Background: an optimization exercise with open tools, aiming at small area and a short achievable clock period. Do not read the settings as production practice. No functional check of the RTL was part of this run. Power and IR drop assume default switching activity.

==> design.v <==
module top(clk,reset,a1,a2,a3,b1,b2,b3,c1,c2,c3,c4,c5,c6,c7,c8,c9);
 input wire clk,reset;
 input wire [7:0] a1,a2,a3,b1,b2,b3;
 output wire [16:0] c1,c2,c3,c4,c5,c6,c7,c8,c9;
 reg [7:0] a01n,a02n,a11n,a12n,a21n,a22n,b10n,b11n,b12n,b20n,b21n,b22n;
 reg [16:0] acc1,acc2,acc3,acc4,acc5,acc6,acc7,acc8,acc9;
 wire [16:0] n1,n2,n3,n4,n5,n6,n7,n8,n9;
 wire [7:0] a1n = ~a1, a2n = ~a2, a3n = ~a3, b1n = ~b1, b2n = ~b2, b3n = ~b3;
 mac_in  m1 (.an(a1n),  .bn(b1n),  .acc(acc1), .reset(reset), .nxt(n1));
 mac_in  m2 (.an(a01n), .bn(b2n),  .acc(acc2), .reset(reset), .nxt(n2));
 mac_in  m3 (.an(a02n), .bn(b3n),  .acc(acc3), .reset(reset), .nxt(n3));
 mac_in  m4 (.an(a2n),  .bn(b10n), .acc(acc4), .reset(reset), .nxt(n4));
 mac_reg m5 (.an(a11n), .bn(b11n), .acc(acc5), .reset(reset), .nxt(n5));
 mac_reg m6 (.an(a12n), .bn(b12n), .acc(acc6), .reset(reset), .nxt(n6));
 mac_in  m7 (.an(a3n),  .bn(b20n), .acc(acc7), .reset(reset), .nxt(n7));
 mac_reg m8 (.an(a21n), .bn(b21n), .acc(acc8), .reset(reset), .nxt(n8));
 mac_reg m9 (.an(a22n), .bn(b22n), .acc(acc9), .reset(reset), .nxt(n9));
 always @(posedge clk) begin
    if (reset) begin
      a01n <= 8'hff; a02n <= 8'hff; a11n <= 8'hff; a12n <= 8'hff; a21n <= 8'hff; a22n <= 8'hff;
      b10n <= 8'hff; b11n <= 8'hff; b12n <= 8'hff; b20n <= 8'hff; b21n <= 8'hff; b22n <= 8'hff;
    end
    else begin
      a01n <= ~a1; a02n <= a01n; a11n <= ~a2; a12n <= a11n; a21n <= ~a3; a22n <= a21n;
      b10n <= ~b1; b20n <= b10n; b11n <= ~b2; b21n <= b11n; b12n <= ~b3; b22n <= b12n;
    end
    acc1 <= n1; acc2 <= n2; acc3 <= n3; acc4 <= n4; acc5 <= n5;
    acc6 <= n6; acc7 <= n7; acc8 <= n8; acc9 <= n9;
 end
 assign c1 = acc1; assign c2 = acc2; assign c3 = acc3;
 assign c4 = acc4; assign c5 = acc5; assign c6 = acc6;
 assign c7 = acc7; assign c8 = acc8; assign c9 = acc9;
endmodule
module mac_in(input wire [7:0] an, input wire [7:0] bn, input wire [16:0] acc, input wire reset, output wire [16:0] nxt);
  wire pp0_0 = ~an[0] & ~bn[0];
  wire pp0_1 = ~an[0] & ~bn[1];
  wire pp0_2 = ~an[0] & ~bn[2];
  wire pp0_3 = ~an[0] & ~bn[3];
  wire pp0_4 = ~an[0] & ~bn[4];
  wire pp0_5 = ~an[0] & ~bn[5];
  wire pp0_6 = ~an[0] & ~bn[6];
  wire pp0_7 = ~an[0] & ~bn[7];
  wire pp1_0 = ~an[1] & ~bn[0];
  wire pp1_1 = ~an[1] & ~bn[1];
  wire pp1_2 = ~an[1] & ~bn[2];
  wire pp1_3 = ~an[1] & ~bn[3];
  wire pp1_4 = ~an[1] & ~bn[4];
  wire pp1_5 = ~an[1] & ~bn[5];
  wire pp1_6 = ~an[1] & ~bn[6];
  wire pp1_7 = ~an[1] & ~bn[7];
  wire pp2_0 = ~an[2] & ~bn[0];
  wire pp2_1 = ~an[2] & ~bn[1];
  wire pp2_2 = ~an[2] & ~bn[2];
  wire pp2_3 = ~an[2] & ~bn[3];
  wire pp2_4 = ~an[2] & ~bn[4];
  wire pp2_5 = ~an[2] & ~bn[5];
  wire pp2_6 = ~an[2] & ~bn[6];
  wire pp2_7 = ~an[2] & ~bn[7];
  wire pp3_0 = ~an[3] & ~bn[0];
  wire pp3_1 = ~an[3] & ~bn[1];
  wire pp3_2 = ~an[3] & ~bn[2];
  wire pp3_3 = ~an[3] & ~bn[3];
  wire pp3_4 = ~an[3] & ~bn[4];
  wire pp3_5 = ~an[3] & ~bn[5];
  wire pp3_6 = ~an[3] & ~bn[6];
  wire pp3_7 = ~an[3] & ~bn[7];
  wire pp4_0 = ~an[4] & ~bn[0];
  wire pp4_1 = ~an[4] & ~bn[1];
  wire pp4_2 = ~an[4] & ~bn[2];
  wire pp4_3 = ~an[4] & ~bn[3];
  wire pp4_4 = ~an[4] & ~bn[4];
  wire pp4_5 = ~an[4] & ~bn[5];
  wire pp4_6 = ~an[4] & ~bn[6];
  wire pp4_7 = ~an[4] & ~bn[7];
  wire pp5_0 = ~an[5] & ~bn[0];
  wire pp5_1 = ~an[5] & ~bn[1];
  wire pp5_2 = ~an[5] & ~bn[2];
  wire pp5_3 = ~an[5] & ~bn[3];
  wire pp5_4 = ~an[5] & ~bn[4];
  wire pp5_5 = ~an[5] & ~bn[5];
  wire pp5_6 = ~an[5] & ~bn[6];
  wire pp5_7 = ~an[5] & ~bn[7];
  wire pp6_0 = ~an[6] & ~bn[0];
  wire pp6_1 = ~an[6] & ~bn[1];
  wire pp6_2 = ~an[6] & ~bn[2];
  wire pp6_3 = ~an[6] & ~bn[3];
  wire pp6_4 = ~an[6] & ~bn[4];
  wire pp6_5 = ~an[6] & ~bn[5];
  wire pp6_6 = ~an[6] & ~bn[6];
  wire pp6_7 = ~an[6] & ~bn[7];
  wire pp7_0 = ~an[7] & ~bn[0];
  wire pp7_1 = ~an[7] & ~bn[1];
  wire pp7_2 = ~an[7] & ~bn[2];
  wire pp7_3 = ~an[7] & ~bn[3];
  wire pp7_4 = ~an[7] & ~bn[4];
  wire pp7_5 = ~an[7] & ~bn[5];
  wire pp7_6 = ~an[7] & ~bn[6];
  wire pp7_7 = ~an[7] & ~bn[7];
  wire s1, c1;
  ha us1 (acc[5], pp0_5, s1, c1);
  wire s2, c2;
  fax us2 (acc[6], pp0_6, pp1_5, s2, c2);
  wire s3, c3;
  ha us3 (pp2_4, pp3_3, s3, c3);
  wire s4, c4;
  fax us4 (acc[7], pp0_7, pp1_6, s4, c4);
  wire s5, c5;
  fax us5 (pp2_5, pp3_4, pp4_3, s5, c5);
  wire s6, c6;
  ha us6 (pp5_2, pp6_1, s6, c6);
  wire s7, c7;
  fax us7 (acc[8], pp1_7, pp2_6, s7, c7);
  wire s8, c8;
  fax us8 (pp3_5, pp4_4, pp5_3, s8, c8);
  wire s9, c9;
  hax us9 (pp6_2, pp7_1, s9, c9);
  wire s10, c10;
  fax us10 (acc[9], pp2_7, pp3_6, s10, c10);
  wire s11, c11;
  fax us11 (pp4_5, pp5_4, pp6_3, s11, c11);
  wire s12, c12;
  fa us12 (acc[10], pp3_7, pp4_6, s12, c12);
  wire s13, c13;
  ha us13 (acc[3], pp0_3, s13, c13);
  wire s14, c14;
  fa us14 (acc[4], pp0_4, pp1_3, s14, c14);
  wire s15, c15;
  ha us15 (pp2_2, pp3_1, s15, c15);
  wire s16, c16;
  fa us16 (pp1_4, pp2_3, pp3_2, s16, c16);
  wire s17, c17;
  fax us17 (pp4_1, pp5_0, s1, s17, c17);
  wire s18, c18;
  fa us18 (pp4_2, pp5_1, pp6_0, s18, c18);
  wire s19, c19;
  fa us19 (c1, s3, s2, s19, c19);
  wire s20, c20;
  fax us20 (pp7_0, c3, s6, s20, c20);
  wire s21, c21;
  fa us21 (c2, s4, s5, s21, c21);
  wire s22, c22;
  fax us22 (c6, s9, c4, s22, c22);
  wire s23, c23;
  fa us23 (c5, s7, s8, s23, c23);
  wire s24, c24;
  fax us24 (pp7_2, c9, c7, s24, c24);
  wire s25, c25;
  fa us25 (c8, s10, s11, s25, c25);
  wire s26, c26;
  fa us26 (pp5_5, pp6_4, pp7_3, s26, c26);
  wire s27, c27;
  fax us27 (c10, c11, s12, s27, c27);
  wire s28, c28;
  fa us28 (acc[11], pp4_7, pp5_6, s28, c28);
  wire s29, c29;
  fax us29 (pp6_5, pp7_4, c12, s29, c29);
  wire s30, c30;
  fa us30 (acc[12], pp5_7, pp6_6, s30, c30);
  wire s31, c31;
  ha us31 (acc[2], pp0_2, s31, c31);
  wire s32, c32;
  fa us32 (pp1_2, pp2_1, pp3_0, s32, c32);
  wire s33, c33;
  fa us33 (pp4_0, c13, s15, s33, c33);
  wire s34, c34;
  fa us34 (c15, c14, s16, s34, c34);
  wire s35, c35;
  fa us35 (c16, c17, s18, s35, c35);
  wire s36, c36;
  fax us36 (c18, s20, c19, s36, c36);
  wire s37, c37;
  fax us37 (c20, s22, c21, s37, c37);
  wire s38, c38;
  fax us38 (s24, c22, c23, s38, c38);
  wire s39, c39;
  fax us39 (s26, c24, s27, s39, c39);
  wire s40, c40;
  fax us40 (c26, s28, s29, s40, c40);
  wire s41, c41;
  fa us41 (pp7_5, c28, s30, s41, c41);
  wire s42, c42;
  fa us42 (acc[13], pp6_7, pp7_6, s42, c42);
  wire s43, c43;
  ha us43 (acc[1], pp0_1, s43, c43);
  wire s44, c44;
  fa us44 (pp1_1, pp2_0, s31, s44, c44);
  wire s45, c45;
  fa us45 (c31, s13, s32, s45, c45);
  wire s46, c46;
  fa us46 (c32, s14, s33, s46, c46);
  wire s47, c47;
  fa us47 (s17, c33, s34, s47, c47);
  wire s48, c48;
  fa us48 (s19, c34, s35, s48, c48);
  wire s49, c49;
  fa us49 (c35, s21, s36, s49, c49);
  wire s50, c50;
  fa us50 (s23, c36, s37, s50, c50);
  wire s51, c51;
  fa us51 (s25, s38, c37, s51, c51);
  wire s52, c52;
  fa us52 (c25, c38, s39, s52, c52);
  wire s53, c53;
  fa us53 (c27, s40, c39, s53, c53);
  wire s54, c54;
  fa us54 (c29, s41, c40, s54, c54);
  wire s55, c55;
  fa us55 (c30, s42, c41, s55, c55);
  wire s56, c56;
  fa us56 (acc[14], pp7_7, c42, s56, c56);
  wire rs0, rc1;
  ha r0 (acc[0], pp0_0, rs0, rc1);
  assign nxt[0] = rs0 & ~reset;
  wire rs1, rc2;
  fa r1 (pp1_0, s43, rc1, rs1, rc2);
  assign nxt[1] = rs1 & ~reset;
  wire rs2, rc3;
  fa r2 (s44, c43, rc2, rs2, rc3);
  assign nxt[2] = rs2 & ~reset;
  wire rs3, rc4;
  fa r3 (s45, c44, rc3, rs3, rc4);
  assign nxt[3] = rs3 & ~reset;
  wire rs4, rc5;
  fa r4 (s46, c45, rc4, rs4, rc5);
  assign nxt[4] = rs4 & ~reset;
  wire p5_5, g5_5;
  x2 px5 (s47, c46, p5_5);
  assign g5_5 = s47 & c46;
  wire p6_6, g6_6;
  x2 px6 (s48, c47, p6_6);
  assign g6_6 = s48 & c47;
  wire p7_7, g7_7;
  x2 px7 (s49, c48, p7_7);
  assign g7_7 = s49 & c48;
  wire p8_8, g8_8;
  x2 px8 (s50, c49, p8_8);
  assign g8_8 = s50 & c49;
  wire p9_9, g9_9;
  x2 px9 (s51, c50, p9_9);
  assign g9_9 = s51 & c50;
  wire p10_10, g10_10;
  x2 px10 (s52, c51, p10_10);
  assign g10_10 = s52 & c51;
  wire p11_11, g11_11;
  x2 px11 (s53, c52, p11_11);
  assign g11_11 = s53 & c52;
  wire p12_12, g12_12;
  x2 px12 (s54, c53, p12_12);
  assign g12_12 = s54 & c53;
  wire p13_13, g13_13;
  x2 px13 (s55, c54, p13_13);
  assign g13_13 = s55 & c54;
  wire p14_14, g14_14;
  x2 px14 (s56, c55, p14_14);
  assign g14_14 = s56 & c55;
  wire p15_15, g15_15;
  x2 px15 (acc[15], c56, p15_15);
  assign g15_15 = acc[15] & c56;
  wire g5_4 = g5_5 | (p5_5 & rc5);
  wire g6_5 = g6_6 | (p6_6 & g5_5);
  wire p6_5 = p6_6 & p5_5;
  wire g7_6 = g7_7 | (p7_7 & g6_6);
  wire p7_6 = p7_7 & p6_6;
  wire g8_7 = g8_8 | (p8_8 & g7_7);
  wire p8_7 = p8_8 & p7_7;
  wire g9_8 = g9_9 | (p9_9 & g8_8);
  wire p9_8 = p9_9 & p8_8;
  wire g10_9 = g10_10 | (p10_10 & g9_9);
  wire p10_9 = p10_10 & p9_9;
  wire g11_10 = g11_11 | (p11_11 & g10_10);
  wire p11_10 = p11_11 & p10_10;
  wire g12_11 = g12_12 | (p12_12 & g11_11);
  wire p12_11 = p12_12 & p11_11;
  wire g13_12 = g13_13 | (p13_13 & g12_12);
  wire p13_12 = p13_13 & p12_12;
  wire g14_13 = g14_14 | (p14_14 & g13_13);
  wire p14_13 = p14_14 & p13_13;
  wire g15_14 = g15_15 | (p15_15 & g14_14);
  wire p15_14 = p15_15 & p14_14;
  wire g6_4 = g6_5 | (p6_5 & rc5);
  wire g7_4 = g7_6 | (p7_6 & g5_4);
  wire g8_5 = g8_7 | (p8_7 & g6_5);
  wire p8_5 = p8_7 & p6_5;
  wire g9_6 = g9_8 | (p9_8 & g7_6);
  wire p9_6 = p9_8 & p7_6;
  wire g10_7 = g10_9 | (p10_9 & g8_7);
  wire p10_7 = p10_9 & p8_7;
  wire g11_8 = g11_10 | (p11_10 & g9_8);
  wire p11_8 = p11_10 & p9_8;
  wire g12_9 = g12_11 | (p12_11 & g10_9);
  wire p12_9 = p12_11 & p10_9;
  wire g13_10 = g13_12 | (p13_12 & g11_10);
  wire p13_10 = p13_12 & p11_10;
  wire g14_11 = g14_13 | (p14_13 & g12_11);
  wire p14_11 = p14_13 & p12_11;
  wire g15_12 = g15_14 | (p15_14 & g13_12);
  wire p15_12 = p15_14 & p13_12;
  wire g8_4 = g8_5 | (p8_5 & rc5);
  wire g9_4 = g9_6 | (p9_6 & g5_4);
  wire g10_4 = g10_7 | (p10_7 & g6_4);
  wire g11_4 = g11_8 | (p11_8 & g7_4);
  wire g12_5 = g12_9 | (p12_9 & g8_5);
  wire p12_5 = p12_9 & p8_5;
  wire g13_6 = g13_10 | (p13_10 & g9_6);
  wire p13_6 = p13_10 & p9_6;
  wire g14_7 = g14_11 | (p14_11 & g10_7);
  wire p14_7 = p14_11 & p10_7;
  wire g15_8 = g15_12 | (p15_12 & g11_8);
  wire p15_8 = p15_12 & p11_8;
  wire g12_4 = g12_5 | (p12_5 & rc5);
  wire g13_4 = g13_6 | (p13_6 & g5_4);
  wire g14_4 = g14_7 | (p14_7 & g6_4);
  wire g15_4 = g15_8 | (p15_8 & g7_4);
  wire sn5;
  xn2 sx5 (p5_5, rc5, sn5);
  assign nxt[5] = ~(sn5 | reset);
  wire sn6;
  xn2 sx6 (p6_6, g5_4, sn6);
  assign nxt[6] = ~(sn6 | reset);
  wire sn7;
  xn2 sx7 (p7_7, g6_4, sn7);
  assign nxt[7] = ~(sn7 | reset);
  wire sn8;
  xn2 sx8 (p8_8, g7_4, sn8);
  assign nxt[8] = ~(sn8 | reset);
  wire sn9;
  xn2 sx9 (p9_9, g8_4, sn9);
  assign nxt[9] = ~(sn9 | reset);
  wire sn10;
  xn2 sx10 (p10_10, g9_4, sn10);
  assign nxt[10] = ~(sn10 | reset);
  wire sn11;
  xn2 sx11 (p11_11, g10_4, sn11);
  assign nxt[11] = ~(sn11 | reset);
  wire sn12;
  xn2 sx12 (p12_12, g11_4, sn12);
  assign nxt[12] = ~(sn12 | reset);
  wire sn13;
  xn2 sx13 (p13_13, g12_4, sn13);
  assign nxt[13] = ~(sn13 | reset);
  wire sn14;
  xn2 sx14 (p14_14, g13_4, sn14);
  assign nxt[14] = ~(sn14 | reset);
  wire sn15;
  xn2 sx15 (p15_15, g14_4, sn15);
  assign nxt[15] = ~(sn15 | reset);
  wire sn16;
  xn2 sx16 (acc[16], g15_4, sn16);
  assign nxt[16] = ~(sn16 | reset);
endmodule
module mac_reg(input wire [7:0] an, input wire [7:0] bn, input wire [16:0] acc, input wire reset, output wire [16:0] nxt);
  wire pp0_0 = ~an[0] & ~bn[0];
  wire pp0_1 = ~an[0] & ~bn[1];
  wire pp0_2 = ~an[0] & ~bn[2];
  wire pp0_3 = ~an[0] & ~bn[3];
  wire pp0_4 = ~an[0] & ~bn[4];
  wire pp0_5 = ~an[0] & ~bn[5];
  wire pp0_6 = ~an[0] & ~bn[6];
  wire pp0_7 = ~an[0] & ~bn[7];
  wire pp1_0 = ~an[1] & ~bn[0];
  wire pp1_1 = ~an[1] & ~bn[1];
  wire pp1_2 = ~an[1] & ~bn[2];
  wire pp1_3 = ~an[1] & ~bn[3];
  wire pp1_4 = ~an[1] & ~bn[4];
  wire pp1_5 = ~an[1] & ~bn[5];
  wire pp1_6 = ~an[1] & ~bn[6];
  wire pp1_7 = ~an[1] & ~bn[7];
  wire pp2_0 = ~an[2] & ~bn[0];
  wire pp2_1 = ~an[2] & ~bn[1];
  wire pp2_2 = ~an[2] & ~bn[2];
  wire pp2_3 = ~an[2] & ~bn[3];
  wire pp2_4 = ~an[2] & ~bn[4];
  wire pp2_5 = ~an[2] & ~bn[5];
  wire pp2_6 = ~an[2] & ~bn[6];
  wire pp2_7 = ~an[2] & ~bn[7];
  wire pp3_0 = ~an[3] & ~bn[0];
  wire pp3_1 = ~an[3] & ~bn[1];
  wire pp3_2 = ~an[3] & ~bn[2];
  wire pp3_3 = ~an[3] & ~bn[3];
  wire pp3_4 = ~an[3] & ~bn[4];
  wire pp3_5 = ~an[3] & ~bn[5];
  wire pp3_6 = ~an[3] & ~bn[6];
  wire pp3_7 = ~an[3] & ~bn[7];
  wire pp4_0 = ~an[4] & ~bn[0];
  wire pp4_1 = ~an[4] & ~bn[1];
  wire pp4_2 = ~an[4] & ~bn[2];
  wire pp4_3 = ~an[4] & ~bn[3];
  wire pp4_4 = ~an[4] & ~bn[4];
  wire pp4_5 = ~an[4] & ~bn[5];
  wire pp4_6 = ~an[4] & ~bn[6];
  wire pp4_7 = ~an[4] & ~bn[7];
  wire pp5_0 = ~an[5] & ~bn[0];
  wire pp5_1 = ~an[5] & ~bn[1];
  wire pp5_2 = ~an[5] & ~bn[2];
  wire pp5_3 = ~an[5] & ~bn[3];
  wire pp5_4 = ~an[5] & ~bn[4];
  wire pp5_5 = ~an[5] & ~bn[5];
  wire pp5_6 = ~an[5] & ~bn[6];
  wire pp5_7 = ~an[5] & ~bn[7];
  wire pp6_0 = ~an[6] & ~bn[0];
  wire pp6_1 = ~an[6] & ~bn[1];
  wire pp6_2 = ~an[6] & ~bn[2];
  wire pp6_3 = ~an[6] & ~bn[3];
  wire pp6_4 = ~an[6] & ~bn[4];
  wire pp6_5 = ~an[6] & ~bn[5];
  wire pp6_6 = ~an[6] & ~bn[6];
  wire pp6_7 = ~an[6] & ~bn[7];
  wire pp7_0 = ~an[7] & ~bn[0];
  wire pp7_1 = ~an[7] & ~bn[1];
  wire pp7_2 = ~an[7] & ~bn[2];
  wire pp7_3 = ~an[7] & ~bn[3];
  wire pp7_4 = ~an[7] & ~bn[4];
  wire pp7_5 = ~an[7] & ~bn[5];
  wire pp7_6 = ~an[7] & ~bn[6];
  wire pp7_7 = ~an[7] & ~bn[7];
  wire s1, c1;
  ha us1 (acc[5], pp0_5, s1, c1);
  wire s2, c2;
  fax us2 (acc[6], pp0_6, pp1_5, s2, c2);
  wire s3, c3;
  ha us3 (pp2_4, pp3_3, s3, c3);
  wire s4, c4;
  fax us4 (acc[7], pp0_7, pp1_6, s4, c4);
  wire s5, c5;
  fax us5 (pp2_5, pp3_4, pp4_3, s5, c5);
  wire s6, c6;
  ha us6 (pp5_2, pp6_1, s6, c6);
  wire s7, c7;
  fax us7 (acc[8], pp1_7, pp2_6, s7, c7);
  wire s8, c8;
  fax us8 (pp3_5, pp4_4, pp5_3, s8, c8);
  wire s9, c9;
  ha us9 (pp6_2, pp7_1, s9, c9);
  wire s10, c10;
  fa us10 (acc[9], pp2_7, pp3_6, s10, c10);
  wire s11, c11;
  fa us11 (pp4_5, pp5_4, pp6_3, s11, c11);
  wire s12, c12;
  fa us12 (acc[10], pp3_7, pp4_6, s12, c12);
  wire s13, c13;
  ha us13 (acc[3], pp0_3, s13, c13);
  wire s14, c14;
  fa us14 (acc[4], pp0_4, pp1_3, s14, c14);
  wire s15, c15;
  ha us15 (pp2_2, pp3_1, s15, c15);
  wire s16, c16;
  fa us16 (pp1_4, pp2_3, pp3_2, s16, c16);
  wire s17, c17;
  fa us17 (pp4_1, pp5_0, s1, s17, c17);
  wire s18, c18;
  fa us18 (pp4_2, pp5_1, pp6_0, s18, c18);
  wire s19, c19;
  fa us19 (c1, s3, s2, s19, c19);
  wire s20, c20;
  fa us20 (pp7_0, c3, s6, s20, c20);
  wire s21, c21;
  fa us21 (c2, s4, s5, s21, c21);
  wire s22, c22;
  fax us22 (c6, s9, c4, s22, c22);
  wire s23, c23;
  fa us23 (c5, s7, s8, s23, c23);
  wire s24, c24;
  fax us24 (pp7_2, c9, c7, s24, c24);
  wire s25, c25;
  fa us25 (c8, s10, s11, s25, c25);
  wire s26, c26;
  fa us26 (pp5_5, pp6_4, pp7_3, s26, c26);
  wire s27, c27;
  fax us27 (c10, c11, s12, s27, c27);
  wire s28, c28;
  fa us28 (acc[11], pp4_7, pp5_6, s28, c28);
  wire s29, c29;
  fax us29 (pp6_5, pp7_4, c12, s29, c29);
  wire s30, c30;
  fa us30 (acc[12], pp5_7, pp6_6, s30, c30);
  wire s31, c31;
  ha us31 (acc[2], pp0_2, s31, c31);
  wire s32, c32;
  fa us32 (pp1_2, pp2_1, pp3_0, s32, c32);
  wire s33, c33;
  fa us33 (pp4_0, c13, s15, s33, c33);
  wire s34, c34;
  fa us34 (c15, c14, s16, s34, c34);
  wire s35, c35;
  fa us35 (c16, c17, s18, s35, c35);
  wire s36, c36;
  fa us36 (c18, s20, c19, s36, c36);
  wire s37, c37;
  fa us37 (c20, s22, c21, s37, c37);
  wire s38, c38;
  fa us38 (s24, c22, c23, s38, c38);
  wire s39, c39;
  fa us39 (s26, c24, s27, s39, c39);
  wire s40, c40;
  fa us40 (c26, s28, s29, s40, c40);
  wire s41, c41;
  fa us41 (pp7_5, c28, s30, s41, c41);
  wire s42, c42;
  fa us42 (acc[13], pp6_7, pp7_6, s42, c42);
  wire s43, c43;
  ha us43 (acc[1], pp0_1, s43, c43);
  wire s44, c44;
  fa us44 (pp1_1, pp2_0, s31, s44, c44);
  wire s45, c45;
  fa us45 (c31, s13, s32, s45, c45);
  wire s46, c46;
  fa us46 (c32, s14, s33, s46, c46);
  wire s47, c47;
  fa us47 (s17, c33, s34, s47, c47);
  wire s48, c48;
  fa us48 (s19, c34, s35, s48, c48);
  wire s49, c49;
  fa us49 (c35, s21, s36, s49, c49);
  wire s50, c50;
  fa us50 (s23, c36, s37, s50, c50);
  wire s51, c51;
  fa us51 (s25, s38, c37, s51, c51);
  wire s52, c52;
  fa us52 (c25, c38, s39, s52, c52);
  wire s53, c53;
  fa us53 (c27, s40, c39, s53, c53);
  wire s54, c54;
  fa us54 (c29, s41, c40, s54, c54);
  wire s55, c55;
  fa us55 (c30, s42, c41, s55, c55);
  wire s56, c56;
  fa us56 (acc[14], pp7_7, c42, s56, c56);
  wire rs0, rc1;
  ha r0 (acc[0], pp0_0, rs0, rc1);
  assign nxt[0] = rs0 & ~reset;
  wire rs1, rc2;
  fa r1 (pp1_0, s43, rc1, rs1, rc2);
  assign nxt[1] = rs1 & ~reset;
  wire rs2, rc3;
  fa r2 (s44, c43, rc2, rs2, rc3);
  assign nxt[2] = rs2 & ~reset;
  wire rs3, rc4;
  fa r3 (s45, c44, rc3, rs3, rc4);
  assign nxt[3] = rs3 & ~reset;
  wire rs4, rc5;
  fa r4 (s46, c45, rc4, rs4, rc5);
  assign nxt[4] = rs4 & ~reset;
  wire p5_5, g5_5;
  x2 px5 (s47, c46, p5_5);
  assign g5_5 = s47 & c46;
  wire p6_6, g6_6;
  x2 px6 (s48, c47, p6_6);
  assign g6_6 = s48 & c47;
  wire p7_7, g7_7;
  x2 px7 (s49, c48, p7_7);
  assign g7_7 = s49 & c48;
  wire p8_8, g8_8;
  x2 px8 (s50, c49, p8_8);
  assign g8_8 = s50 & c49;
  wire p9_9, g9_9;
  x2 px9 (s51, c50, p9_9);
  assign g9_9 = s51 & c50;
  wire p10_10, g10_10;
  x2 px10 (s52, c51, p10_10);
  assign g10_10 = s52 & c51;
  wire p11_11, g11_11;
  x2 px11 (s53, c52, p11_11);
  assign g11_11 = s53 & c52;
  wire p12_12, g12_12;
  x2 px12 (s54, c53, p12_12);
  assign g12_12 = s54 & c53;
  wire p13_13, g13_13;
  x2 px13 (s55, c54, p13_13);
  assign g13_13 = s55 & c54;
  wire p14_14, g14_14;
  x2 px14 (s56, c55, p14_14);
  assign g14_14 = s56 & c55;
  wire p15_15, g15_15;
  x2 px15 (acc[15], c56, p15_15);
  assign g15_15 = acc[15] & c56;
  wire g5_4 = g5_5 | (p5_5 & rc5);
  wire g6_5 = g6_6 | (p6_6 & g5_5);
  wire p6_5 = p6_6 & p5_5;
  wire g7_6 = g7_7 | (p7_7 & g6_6);
  wire p7_6 = p7_7 & p6_6;
  wire g8_7 = g8_8 | (p8_8 & g7_7);
  wire p8_7 = p8_8 & p7_7;
  wire g9_8 = g9_9 | (p9_9 & g8_8);
  wire p9_8 = p9_9 & p8_8;
  wire g10_9 = g10_10 | (p10_10 & g9_9);
  wire p10_9 = p10_10 & p9_9;
  wire g11_10 = g11_11 | (p11_11 & g10_10);
  wire p11_10 = p11_11 & p10_10;
  wire g12_11 = g12_12 | (p12_12 & g11_11);
  wire p12_11 = p12_12 & p11_11;
  wire g13_12 = g13_13 | (p13_13 & g12_12);
  wire p13_12 = p13_13 & p12_12;
  wire g14_13 = g14_14 | (p14_14 & g13_13);
  wire p14_13 = p14_14 & p13_13;
  wire g15_14 = g15_15 | (p15_15 & g14_14);
  wire p15_14 = p15_15 & p14_14;
  wire g6_4 = g6_5 | (p6_5 & rc5);
  wire g7_4 = g7_6 | (p7_6 & g5_4);
  wire g8_5 = g8_7 | (p8_7 & g6_5);
  wire p8_5 = p8_7 & p6_5;
  wire g9_6 = g9_8 | (p9_8 & g7_6);
  wire p9_6 = p9_8 & p7_6;
  wire g10_7 = g10_9 | (p10_9 & g8_7);
  wire p10_7 = p10_9 & p8_7;
  wire g11_8 = g11_10 | (p11_10 & g9_8);
  wire p11_8 = p11_10 & p9_8;
  wire g12_9 = g12_11 | (p12_11 & g10_9);
  wire p12_9 = p12_11 & p10_9;
  wire g13_10 = g13_12 | (p13_12 & g11_10);
  wire p13_10 = p13_12 & p11_10;
  wire g14_11 = g14_13 | (p14_13 & g12_11);
  wire p14_11 = p14_13 & p12_11;
  wire g15_12 = g15_14 | (p15_14 & g13_12);
  wire p15_12 = p15_14 & p13_12;
  wire g8_4 = g8_5 | (p8_5 & rc5);
  wire g9_4 = g9_6 | (p9_6 & g5_4);
  wire g10_4 = g10_7 | (p10_7 & g6_4);
  wire g11_4 = g11_8 | (p11_8 & g7_4);
  wire g12_5 = g12_9 | (p12_9 & g8_5);
  wire p12_5 = p12_9 & p8_5;
  wire g13_6 = g13_10 | (p13_10 & g9_6);
  wire p13_6 = p13_10 & p9_6;
  wire g14_7 = g14_11 | (p14_11 & g10_7);
  wire p14_7 = p14_11 & p10_7;
  wire g15_8 = g15_12 | (p15_12 & g11_8);
  wire p15_8 = p15_12 & p11_8;
  wire g12_4 = g12_5 | (p12_5 & rc5);
  wire g13_4 = g13_6 | (p13_6 & g5_4);
  wire g14_4 = g14_7 | (p14_7 & g6_4);
  wire g15_4 = g15_8 | (p15_8 & g7_4);
  wire sn5;
  xn2 sx5 (p5_5, rc5, sn5);
  assign nxt[5] = ~(sn5 | reset);
  wire sn6;
  xn2 sx6 (p6_6, g5_4, sn6);
  assign nxt[6] = ~(sn6 | reset);
  wire sn7;
  xn2 sx7 (p7_7, g6_4, sn7);
  assign nxt[7] = ~(sn7 | reset);
  wire sn8;
  xn2 sx8 (p8_8, g7_4, sn8);
  assign nxt[8] = ~(sn8 | reset);
  wire sn9;
  xn2 sx9 (p9_9, g8_4, sn9);
  assign nxt[9] = ~(sn9 | reset);
  wire sn10;
  xn2 sx10 (p10_10, g9_4, sn10);
  assign nxt[10] = ~(sn10 | reset);
  wire sn11;
  xn2 sx11 (p11_11, g10_4, sn11);
  assign nxt[11] = ~(sn11 | reset);
  wire sn12;
  xn2 sx12 (p12_12, g11_4, sn12);
  assign nxt[12] = ~(sn12 | reset);
  wire sn13;
  xn2 sx13 (p13_13, g12_4, sn13);
  assign nxt[13] = ~(sn13 | reset);
  wire sn14;
  xn2 sx14 (p14_14, g13_4, sn14);
  assign nxt[14] = ~(sn14 | reset);
  wire sn15;
  xn2 sx15 (p15_15, g14_4, sn15);
  assign nxt[15] = ~(sn15 | reset);
  wire sn16;
  xn2 sx16 (acc[16], g15_4, sn16);
  assign nxt[16] = ~(sn16 | reset);
endmodule
module fa(input wire x, input wire y, input wire z, output wire s, output wire c);
  assign s = x ^ y ^ z;
  assign c = (x & y) | (z & (x ^ y));
endmodule
module fax(input wire x, input wire y, input wire z, output wire s, output wire c);
  wire t;
  x2 u0 (x, y, t);
  x2 u1 (t, z, s);
  assign c = (x & y) | (z & t);
endmodule
module ha(input wire x, input wire y, output wire s, output wire c);
  assign s = x ^ y;
  assign c = x & y;
endmodule
module hax(input wire x, input wire y, output wire s, output wire c);
  x2 u0 (x, y, s);
  assign c = x & y;
endmodule
module x2(input wire x, input wire y, output wire s);
  assign s = x ^ y;
endmodule
module xn2(input wire x, input wire y, output wire s);
  assign s = ~(x ^ y);
endmodule
==> flow/run.sh <==
#!/bin/bash
# Standard ORFS layout with buf_1 port buffers (input ones then upsized) and
# no CTS dummy loads.
set -euo pipefail
export BUFFER_PORTS_ARGS="-buffer_cell sky130_fd_sc_hd__buf_1"
export POST_GLOBAL_PLACE_TCL="$(pwd)/flow/post_gpl.tcl"
export CTS_ARGS="-sink_clustering_enable -repair_clock_nets -dont_use_dummy_load -buf_list sky130_fd_sc_hd__clkbuf_8"
export SETUP_MOVE_SEQUENCE="sizeup,swap"
bash standard.sh > standard_flow.log 2>&1
==> flow/post_gpl.tcl <==
# Port buffers are inserted as buf_1; the input ones each drive a PE's partial
# products, so they get a stronger buffer, and so do the inverters they drive.
foreach inst [get_cells input*] {
  replace_cell $inst sky130_fd_sc_hd__buf_4
  foreach pin [get_pins -of_objects [get_nets -of_objects [get_pins [get_full_name $inst]/X]] -filter "direction == input"] {
    set c [get_cells -of_objects $pin]
    if {[get_property $c ref_name] == "sky130_fd_sc_hd__inv_1"} {
      replace_cell $c sky130_fd_sc_hd__inv_4
    }
  }
}
==> standard.sh <==
#!/bin/bash
# synth_recipe.tcl (not shown) runs the flow's synth.tcl, then flattens the netlist and writes it again
# the make line also repeats each setting of config.mk as NAME=value (left out here)
make -C /OpenROAD-flow-scripts/flow DESIGN_CONFIG=/design/flow/config.mk WORK_HOME=/design/flow/orfs CLKGATE_MAP_FILE= SYNTH_SCRIPT=/design/flow/synth_recipe.tcl "${@:-finish}"
==> config.mk <==
export PLATFORM = sky130hd
export DESIGN_NAME = top
export DESIGN_NICKNAME = top
export VERILOG_FILES = /design/flow/design.v
export SDC_FILE = /design/flow/constraint.sdc
export NUM_CORES = 4
export LEC_CHECK = 0
export CAP_MARGIN = 20
export CORE_MARGIN = 2
export CORE_UTILIZATION = 40
export SETUP_SLACK_MARGIN = 1.85
export SLEW_MARGIN = 20
export SYNTH_HIERARCHICAL = 1
==> constraint.sdc <==
create_clock -name core_clock -period 6.0 [get_ports {clk}]
set_input_delay 1.2000 -clock core_clock [delete_from_list [all_inputs] [get_ports {clk}]]
set_output_delay 1.2000 -clock core_clock [all_outputs]
set_load 0.01 [all_outputs]
==> results.sh <==
export IMPL_area_growth_syn_to_layout_pct=12.6
export IMPL_critPathMaxStageDelay_ps=520
export IMPL_dr_max_layer_used="met5"
export IMPL_cp_max_fo=8
export IMPL_finalHoldViolations=0
export IMPL_cts_htree_levels=2
export IMPL_clock_root_buffer="clkbuf_8"
export IMPL_dp_hpwl_um=51800
export IMPL_tightest_slew_ps=916
export IMPL_power_density_mw_per_mm2=339
export IMPL_drt_initial_drc_count=851
export IMPL_synthTopCellsByCount="693 x nor2_1, 356 x xor2_1, 342 x fa_1"
export IMPL_fp_dieH_um=253
export IMPL_wire_per_inst_um=18.3
export IMPL_fin_skew_ps=52.8
export IMPL_wl_met2_um=31500
export IMPL_min_period_ps=4000
export IMPL_cp_arrival_ps=4480
export IMPL_drive_above_1_share=0.154
export IMPL_clockBufferDepth=3
export IMPL_via_per_inst=5.34
export IMPL_synth_fp_nets=3153
export IMPL_cts_tree="built"
export IMPL_core_area_mm2=0.0615
export IMPL_drt_total_wl_um=65400
export IMPL_setup_viol=0
export IMPL_ys_types=33
export IMPL_cts_hold_buf=0
export IMPL_path_buf_inv=2
export IMPL_ys_seq_area_frac=0.201
export IMPL_worstPathRequired_ps=6480
export IMPL_avgSynthCellArea_um2=9.23
export IMPL_maxCapViolations=0
export IMPL_final_net_count=3248
export IMPL_fmax_ghz=0.250
export IMPL_pin_count=203
export IMPL_grt_pass1_vias=20000
export IMPL_yosys_most_used_dff="dfxtp_1"
export IMPL_grt_overflow=0
export IMPL_timing_rr_start="a12n[1]"
export IMPL_drt_pass1_iter_count=7
export IMPL_slew_headroom=0.390
export IMPL_synth_edff_count=0
export IMPL_clk_latency_ps=640
export IMPL_hold_slack_ps=508
export IMPL_start_kind="input pin"
export IMPL_numCtsBuffers=52
export IMPL_syn_area_mm2=0.0248
export IMPL_grt_max_degree=139
export IMPL_met1_length_um=28500
export IMPL_reg2reg_setup_slack_ps=2010
export IMPL_outcome="complete, no violations"
export IMPL_crit_chain="buf_4 -> inv_4 -> nor2_1 -> ha_2 -> xor2_2 -> xor2_1 -> xor2_1 -> xor2_1 -> fa_1 -> xor2_2 -> nand2_1 -> o21ai_2 -> a31oi_2 -> o31ai_1 -> xnor2_1 -> nor2_1"
export IMPL_reg2reg_depth=12
export IMPL_p_leak_uw=0.0131
export IMPL_wl_met3_um=2970
export IMPL_port_buffers=202
export IMPL_cts_sinks=249
export IMPL_synth_cells=2685
export IMPL_ys_warn_count=7
export IMPL_grt_util_all_layers=0.205
export IMPL_async_flop_share=0
export IMPL_hold_path_class="flip-flop to flip-flop"
export IMPL_placementRows=91
export IMPL_synth_top_area_cell="fa_1"
export IMPL_yosysTopAreaCellShare=0.276
export IMPL_die_w_um=253
export IMPL_critPathLaunch="b3[3]"
export IMPL_timing_setup_tns_ps=0
export IMPL_initial_core_util=0.403
export IMPL_grt_pass1_wl_um=105000
export IMPL_r2r_end="acc6[16]"
export IMPL_crit_top_cell="xor2_1"
export IMPL_routed_via_count=19100
export IMPL_rsz0062_at_grt="yes"
export IMPL_crit_family="XOR/XNOR gates"
export IMPL_crit_path_end="acc3[16]"
export IMPL_drv_slew=0
export IMPL_antenna_found_initial=1
export IMPL_min_from="acc9[16]"
export IMPL_ir_drop_v=0.000473
export IMPL_layout_worst_path_cycle_share=0.667
export IMPL_path_depth=16
export IMPL_cpMaxStageDelayCell="fa_1"
export IMPL_antenna_cells=0
export IMPL_dieArea_mm2=0.0640
export IMPL_yosys_register_bits=249
export IMPL_crit_type="input pin to flip-flop"
export IMPL_antenna_left=0
export IMPL_end_kind="flip-flop"
export IMPL_yosysMostFrequentCell="nor2_1"
export IMPL_synth_area_top_cells="fa_1 28%, dfxtp_1 20%, xor2_1 13%"
export IMPL_post_route_drc_count=0
export IMPL_clkTransAtPathRegs_ps=50
cell families (layout without fill, tap and decap cells):
logic type / after synthesis / count (layout) / share of synthesized area
buffers and inverters: 238 / 331 / 0.0375
AND/OR/NAND/NOR: 965 / 965 / 0.165
XOR/XNOR: 464 / 464 / 0.164
flip-flops: 249 / 249 / 0.201
adder cells (fa/ha/maj): 418 / 418 / 0.314
AO/OA/AOI/OAI: 351 / 351 / 0.118
per-module statistics from Yosys (local to each module, per instance), a selection:
module	copies in the design	cells inside	cell area, µm²
ha	76	1	12.5
x2	356	1	8.76
xn2	108	1	8.76
mac_reg	4	141	662
mac_in	5	141	662
fax	126	1	8.76
fa	342	1	20.0
routing by layer:
layer	vias up	GRT usage
met5	-	0
met4	2	0.0817
met1	9623	0.268
met2	448	0.341
met3	120	0.0331
li1	8861	-
power breakdown:
| group | internal [µW] | switching [µW] | leakage [µW] | total [µW] |
|---|---|---|---|---|
| clock network | 752 | 706 | 0.000374 | 1460 |
| registers | 1970 | 349 | 0.00204 | 2320 |
| logic | 2360 | 3340 | 0.0107 | 5690 |
layout make-up:
cell class / count / area (µm²)
inverter: 75 / 424
timing repair buffer: 204 / 970
multi-input combinational: 2198 / 19800
sequential: 249 / 5050
fill: 5999 / 33600
clock buffer: 52 / 716
tap: 790 / 988
worst min path at each step:
stage,end,cells past startpoint
after floorplan,a02n[0],1
after global placement,acc9[16],2
after detailed placement,acc9[16],2
after CTS,acc9[16],2
after global routing,acc4[16],2
final,acc9[16],2
flip-flops by register name (all words and copies together), names as in the netlist, 17 cells and up:
register	cells
acc1	17
acc2	17
acc3	17
acc4	17
acc5	17
acc6	17
acc7	17
acc8	17
acc9	17
metrics by stage:
step,worst slack [ps],power (µW),utilization,cell area [µm²],instances
after detailed placement,1350,7810,0.435,26800,3516
after floorplan,1800,6640,-,25700,2685
after global routing,1820,10300,0.454,27900,3568
after CTS,1800,9400,0.447,27500,3568
after global placement,1160,7710,0.431,26500,3516
final,2000,9470,0.454,27900,3568
cell usage in the layout (no fill, tap or decap), types with 9 or more instances in the layout:
| cell type | n |
|---|---|
| nor2_1 | 656 |
| fa_1 | 299 |
| xor2_1 | 293 |
| dfxtp_1 | 197 |
| buf_1 | 153 |
| a22o_1 | 135 |
| xnor2_1 | 108 |
| nand2_1 | 81 |
| ha_1 | 71 |
| xor2_2 | 57 |
| dfxtp_2 | 52 |
| clkbuf_8 | 52 |
| buf_4 | 50 |
| nand2b_1 | 48 |
| nor2b_1 | 45 |
| fa_2 | 43 |
| inv_4 | 42 |
| or2_1 | 40 |
| a32oi_1 | 37 |
| nor2_2 | 32 |
| o21ai_1 | 28 |
| inv_1 | 27 |
| nand4_1 | 27 |
| a32o_1 | 18 |
| a21oi_1 | 18 |
| or2_2 | 17 |
| o21ai_0 | 17 |
| a22oi_2 | 9 |
| nand3_1 | 9 |
| o211ai_1 | 9 |
| a32o_2 | 9 |
| a31oi_1 | 9 |
| o21a_1 | 9 |
| a221oi_2 | 9 |
worst min-delay path, stage by stage (launching register included):
cell,delay [ps]
dfxtp_1,340
xnor2_1,70
nor2_1,70
what timing repair did:
item	CTS	global route
setup endpoints to repair	7	42
gates resized for setup	6	105
buffers inserted	0	0
pin swaps	0	35

==> what the ideal ports hide <==
In the flow no input, the clock included, has a driving cell. The finished layout below was timed again as built, in two steps. Step 1 assumes that a clkbuf_16 drives the clock port and a buf_2 every other input. Step 2 also shifts input and output timing later by t, the mid clock arrival at the registers, as if the neighbouring blocks saw the same clock. Three values: no drivers, after step 1, after step 2; two values: the first two.
shift t [ns]: 0.672
slack for setup (ns): 2.000 / 2.014 / 1.360
worst hold slack (ns): 0.508 / 0.508 / 0.508
worst setup path at the end: input to register
worst data-port slew with drivers (ns): 0.06
After both steps this run still meets setup and hold. The setup slack of this run moves by +0.014 ns with the drivers and by -0.640 ns with both steps.
